Context: an optimization exercise on an open-source flow, tuned for small area and a short achievable clock period. The choices shown serve that exercise and are no tape-out recipe. Only simulation tests tie the RTL to the original design; equivalence was not proved. Power is estimated from default activity; no workload was simulated.

--- design/flow/design.v ---
module CPU(
    input clk,
    input reset,
    output equal,
    output zero,
    output [31:0] imem_addr,
    input [31:0] imem_data,
    output [31:0] dmem_addr,
    output [31:0] dmem_wdata,
    output dmem_re,
    output dmem_we,
    input [31:0] dmem_rdata
    );
    reg  [31:0] pc;           
    reg  [31:0] alu_mem;
    reg         br_mem;
    wire [31:0] npc = br_mem ? alu_mem : pc + 32'd1;
    always @(posedge clk or negedge reset)
        if (!reset) pc <= 32'd0; else pc <= npc;
    assign imem_addr = pc;
    reg [31:0] ir_id;
    always @(posedge clk or negedge reset)
        if (!reset) ir_id <= 32'd0; else ir_id <= imem_data;
    wire [5:0]  op_id = ir_id[31:26];
    wire [4:0]  ra_id = ir_id[25:21];
    wire [4:0]  rb_id = ir_id[20:16];
    wire [4:0]  rc_id = ir_id[15:11];
    wire [31:0] simm  = {{16{ir_id[15]}}, ir_id[15:0]};
    wire [4:0]  r2_id = op_id[5] ? ra_id : rc_id;
    reg [31:0] rf [0:31];
    reg [31:0] vld;
    reg        rw_mem;
    reg [4:0]  wr_mem;
    reg        re_mem;
    wire [31:0] wdata = re_mem ? dmem_rdata : alu_mem;
    always @(posedge clk)
        if (rw_mem) rf[wr_mem] <= wdata;
    always @(posedge clk or negedge reset)
        if (!reset) vld <= 32'd0;
        else if (rw_mem) vld[wr_mem] <= 1'b1;
    function [31:0] rdreg(input [4:0] r, input [31:0] v, input v_ok);
        if (v_ok) rdreg = v;
        else if (r == 5'd7) rdreg = 32'd13;
        else if (r == 5'd8) rdreg = 32'd8;
        else rdreg = 32'd0;
    endfunction
    wire [31:0] rd1 = rdreg(rb_id, rf[rb_id], vld[rb_id]);
    wire [31:0] rd2 = rdreg(r2_id, rf[r2_id], vld[r2_id]);
    reg [31:0] ext_id;
    always @(*) begin
        case (op_id)
            6'b100000, 6'b100001: ext_id = simm;
            6'b110000: ext_id = (simm << 2) + pc;
            6'b110001: ext_id = {2'b00, {4{pc[31]}}, ir_id[23:0], 2'b00};
            default:   ext_id = 32'd0;
        endcase
    end
    reg [31:0] a_ex, d_ex, x_ex;
    reg [5:0]  op_ex;
    reg [4:0]  wr_ex;
    always @(posedge clk or negedge reset)
        if (!reset) begin
            a_ex <= 0; d_ex <= 0; x_ex <= 0; op_ex <= 0; wr_ex <= 0;
        end else begin
            a_ex <= rd1; d_ex <= rd2; x_ex <= ext_id; op_ex <= op_id; wr_ex <= ra_id;
        end
    wire [31:0] b_ex = op_ex[5] ? x_ex : d_ex;
    reg  [31:0] ans;
    always @(*) begin
        case (op_ex)
            6'b000000: ans = a_ex + b_ex;
            6'b000001: ans = a_ex - b_ex;
            6'b000010: ans = a_ex & b_ex;
            6'b000011: ans = a_ex | b_ex;
            6'b000100: ans = a_ex ^ b_ex;
            6'b000101: ans = (a_ex < b_ex) ? 32'd1 : 32'd0;
            6'b100000, 6'b100001: ans = a_ex + b_ex;
            6'b110000, 6'b110001: ans = b_ex;
            default: ans = 32'd0;
        endcase
    end
    wire eq_ex = (a_ex == d_ex);
    reg [31:0] wd_mem;
    reg eq_mem, zero_mem, we_mem;
    always @(posedge clk or negedge reset)
        if (!reset) begin
            alu_mem <= 0; wd_mem <= 0; eq_mem <= 0; zero_mem <= 0;
            re_mem <= 0; we_mem <= 0; br_mem <= 0; rw_mem <= 0; wr_mem <= 0;
        end else begin
            alu_mem  <= ans;
            wd_mem   <= d_ex;
            eq_mem   <= eq_ex;
            zero_mem <= (ans == 32'd0);
            re_mem   <= (op_ex == 6'b100001);
            we_mem   <= (op_ex == 6'b100000);
            br_mem   <= (op_ex == 6'b110000 && eq_ex) || op_ex == 6'b110001;
            rw_mem   <= (op_ex[5:3] == 3'b000) || op_ex == 6'b100001;
            wr_mem   <= wr_ex;
        end
    assign dmem_addr  = alu_mem;
    assign dmem_wdata = wd_mem;
    assign dmem_re    = re_mem;
    assign dmem_we    = we_mem;
    assign equal      = eq_mem;
    assign zero       = zero_mem;
endmodule
--- design/flow/run.sh ---
#!/bin/bash
# synth_recipe.tcl (not shown) runs the flow's synth.tcl, then flattens the netlist and writes it again
# the make line also repeats each setting of config.mk as NAME=value (left out here)
make -C /OpenROAD-flow-scripts/flow DESIGN_CONFIG=/design/flow/config.mk WORK_HOME=/design/flow/orfs CLKGATE_MAP_FILE= SYNTH_SCRIPT=/design/flow/synth_recipe.tcl finish
--- design/flow/config.mk ---
export PLATFORM = sky130hd
export DESIGN_NAME = CPU
export DESIGN_NICKNAME = CPU
export VERILOG_FILES = /design/flow/design.v
export SDC_FILE = /design/flow/constraint.sdc
export NUM_CORES = 4
export LEC_CHECK = 0
export CAP_MARGIN = 20
export CORE_MARGIN = 2
export CORE_UTILIZATION = 40
export PLACE_DENSITY = 0.6
export SLEW_MARGIN = 20
--- design/flow/constraint.sdc ---
create_clock -name core_clock -period 11.0 [get_ports {clk}]
set_input_delay 2.2000 -clock core_clock [delete_from_list [all_inputs] [get_ports {clk}]]
set_output_delay 2.2000 -clock core_clock [all_outputs]
set_load 0.01 [all_outputs]
==> out/qor.csv <==
stage,metric,value,unit
die,IO Count,166,
cts,CTS resizes,0,
synthesis,register bit count reported by yosys,1302,
sta,Final setup viols,0,
sta,Final Max Slew Viols,0,
synthesis,area share of the largest cell type after synthesis,0.476,
final_layout,Layout area overhead,14.0,%
worst_setup_path,Setup CP Type,flip-flop to flip-flop,
synthesis,Mapped Cells,4135,
sta,fmax,188,MHz
synthesis,number of synthesized flops with an enable pin,1024,
synthesis,count of different cell masters after synthesis,84,
power,Leak,25.9,nW
power,Peak VDD IR,0.000170,V
global_routing,first-pass GRT wire length,293000,um
cts,H-Tree Depth,4,
synthesis,Ys Warns,1,
sta,Fin Setup TNS,0,ps
worst_setup_path,endpoint class of the critical path,flip-flop,
worst_setup_path,"reg-to-reg slack, setup",5680,ps
detailed_routing,detailed-route vias per instance,6.26,
cts,CTS tree,done,
global_routing,residual overflow from global routing,0,
place,hpwl dp,121000,um
synthesis,sequential share of the synthesized area,0.583,
global_routing,initial antenna violation count,2,
die,core area,161000,sq um
place,global placer's final weighted congestion,0.959,
global_routing,vias in the first global route,40458,
worst_setup_path,r2r endpoint,zero_mem,
synthesis,commonest cells in the netlist,"edfxtp_1, mux4_2, nand2_1, dfrtp_1, nor2_1",
min_path,Hold Path Class,flip-flop to flip-flop,
worst_setup_path,Worst R2R Start,op_ex[5],
die,Die Area,165000,sq um
synthesis,mapped cell area,64600,sq um
cts,setup repair bufs after CTS,0,
cts,insertion delay to the later sink of the worst-skew pair,790,ps
final_layout,fillcell total,13772,
min_path,hold endpoint,wr_mem[1],
final_layout,ant diodes,0,
worst_setup_path,FF-to-FF path depth,14,
sta,Hold Fails Final Rpt,0,
job,Max Cap Viol,0,
worst_setup_path,WP data required,11700,ps
sta,final setup skew,37.1,ps
cts,Num CTS Buffers,138,
sta,Tmin final,5320,ps
cts,cts hold-fix bufs,0,
detailed_routing,DR pass1 iterations,6,
synthesis,syn_area_per_cell,15.6,sq um
final_layout,layout cells sized above 1,0.232,
die,# rows,147,
sta,worst slew pin tran,1050,ps
final_layout,Finished Layout Cells,6538,
global_routing,Tot GR Track Use,0.248,
cts,clk slew on worst S/H paths,60,ps
final_layout,Post-layout nets,4481,
synthesis,ys flop type,edfxtp_1,
synthesis,Synth area leaders,"edfxtp_1, mux4_2, dfrtp_1",
final_layout,Final Util,0.459,
die,Die W,406,um
min_path,WHS Path Cells,0,
die,die height,406,um
worst_setup_path,CP max FO,38,
detailed_routing,WL final,204000,um
detailed_routing,Antenna Nets Post-Route,0,
sta,crit share post-route,0.483,
worst_setup_path,arrival time worst endpoint,6020,ps
sta,worst slew margin relative to its limit,0.298,
cts,# clock sinks,1302,
power,Pwr Density,175,nW/um^2
worst_setup_path,Worst Setup Start Kind,flip-flop,
cts,CTS root buf,clkbuf_16,
synthesis,most common cell in the netlist,edfxtp_1,
detailed_routing,DRC viols,0,
die,Initial Utilization,0.403,
detailed_routing,routed len/inst,31.3,um
sta,RSZ-0062 raised after global routing,no,
synthesis,"Async S/R FF share, synth",0.214,
synthesis,Syn Nets,4353,
global_routing,pin count of the biggest net entering global routing,106,
synthesis,leading area contributor after synthesis,edfxtp_1,
run_status,status,no timing/DRC/antenna violations,
place,placed cells,6283,
sta,final setup margin,5680,ps
cts,CTS Buffer Depth,3,
place,Placement Setup Slack,5800,ps
detailed_routing,Iter 0 DRT Violations,5364,
place,Port Buffer Count,165,
worst_setup_path,Worst Setup SP,op_ex[5],
detailed_routing,via count,40929,
min_path,min-delay src,wr_ex[1],
## how the worst max path moves through the flow
stage | endpoint | slack [ps]
after floorplan | zero_mem | 5870
after global placement | zero_mem | 5870
after detailed placement | zero_mem | 5800
after CTS | zero_mem | 5790
after global routing | zero_mem | 5390
final | zero_mem | 5680
## per-layer routing
layer	vias to the layer above	wire length [um]	track usage
met3	364	18800	0.0510
met4	2	7910	0.0940
li1	16756	-	-
met5	-	12	0
met1	21487	80200	0.333
met2	2320	97500	0.399
## registers in the layout, indices dropped and copies added (netlist names), 5 cells and up
name and count:
wr_mem 5, wd_mem 32, ir_id 32, alu_mem 32
d_ex 32, rf 1024, wr_ex 5, vld 32
x_ex 32, op_ex 6, a_ex 32, pc 32
## layout make-up
| type | instances | area [sq um] | area share |
|---|---|---|---|
| clock buffers | 179 | 3750 | 0.0509 |
| clock inverters | 76 | 861 | 0.0117 |
| inverters | 110 | 413 | 0.00561 |
| multi-input cells | 2458 | 25800 | 0.351 |
| flip-flops and latches | 1302 | 37700 | 0.512 |
| well taps | 2160 | 2700 | 0.0367 |
| repair buffers | 253 | 2380 | 0.0323 |
## power breakdown
| part | total [mW] | switching [mW] | internal, mW | leakage [nW] |
|---|---|---|---|---|
| Sequential | 5.88 | 0.247 | 5.63 | 13.0 |
| Clock | 4.76 | 1.99 | 2.76 | 2.24 |
| Combinational | 2.22 | 1.33 | 0.889 | 10.6 |
| Total | 12.9 | 3.57 | 9.28 | 25.9 |
## cell families (layout without fill, tap and decap cells)
kind of cell	count (synthesis)	count (layout)	share of synthesized area
simple gates	936	936	0.0664
xor+xnor	104	104	0.0141
fa+ha+maj	152	152	0.0298
flops	1302	1302	0.583
mux	709	709	0.226
buf+inv	375	618	0.0227
compound gates	557	557	0.0581
## stage by stage
step	cell area, sq um	total power, mW	hold slack [ps]
2_1_floorplan	64600	7.28	331
3_3_place_gp	69000	8.16	333
3_5_place_dp	69000	8.17	335
4_1_cts	73700	12.9	345
5_1_grt	73700	13.3	354
6_report	73700	12.9	346
## worst max-delay path: stages, from the launching register on
cell	delay, ps
dfrtp_2	340
buf_4	590
mux2i_1	450
ha_1	360
a211oi_1	520
o211ai_1	210
a221o_1	430
a21oi_1	430
o211a_1	370
o21ai_1	180
o41ai_2	410
o22ai_1	150
o32ai_1	260
o21ai_0	220
nor4b_2	310
## placed cells by master (no fill, tap or decap), drive strengths merged, types with 21 or more instances in the layout
cell type,count
a211oi,22
a21o,44
a21oi,100
a311oi,29
a31oi,53
and3,41
buf,89
clkbuf,179
clkdlybuf4s50,164
clkinv,46
dfrtp,278
edfxtp,1024
ha,149
inv,118
mux2,46
mux2i,69
mux4,594
nand2,382
nand2b,24
nand3,102
nor2,226
nor2b,23
nor3,34
o21ai,126
o221ai,21
xnor2,38
xor2,66

## separate check: timing with driven ports
The results above use ideal ports. As a check the final layout listed here was re-extracted and re-timed, cells and wires unchanged. Step 1: set_driving_cell puts a clkbuf_16 on clk and a buf_2 on each other input, an assumption about the parent block. Step 2 adds t to the input delays and takes it off the output delays; t is the mean of the earliest and latest rising clock arrival at the registers after step 1. Input paths then give back, and output paths get back, about the clock's delay inside the block. a / b / c = ideal / step 1 / step 2; a / b = the first two.
t, ns: 0.863
slack for setup (ns): 5.682 / 5.682 / 5.682
clock arrival spread, ns: 0.043 / 0.042
worst register clock-pin slew, ns: 0.07 / 0.07
After both steps setup and hold are still met in this run. The setup slack of this run moves by 0.000 ns with the drivers and by 0.000 ns with both steps.
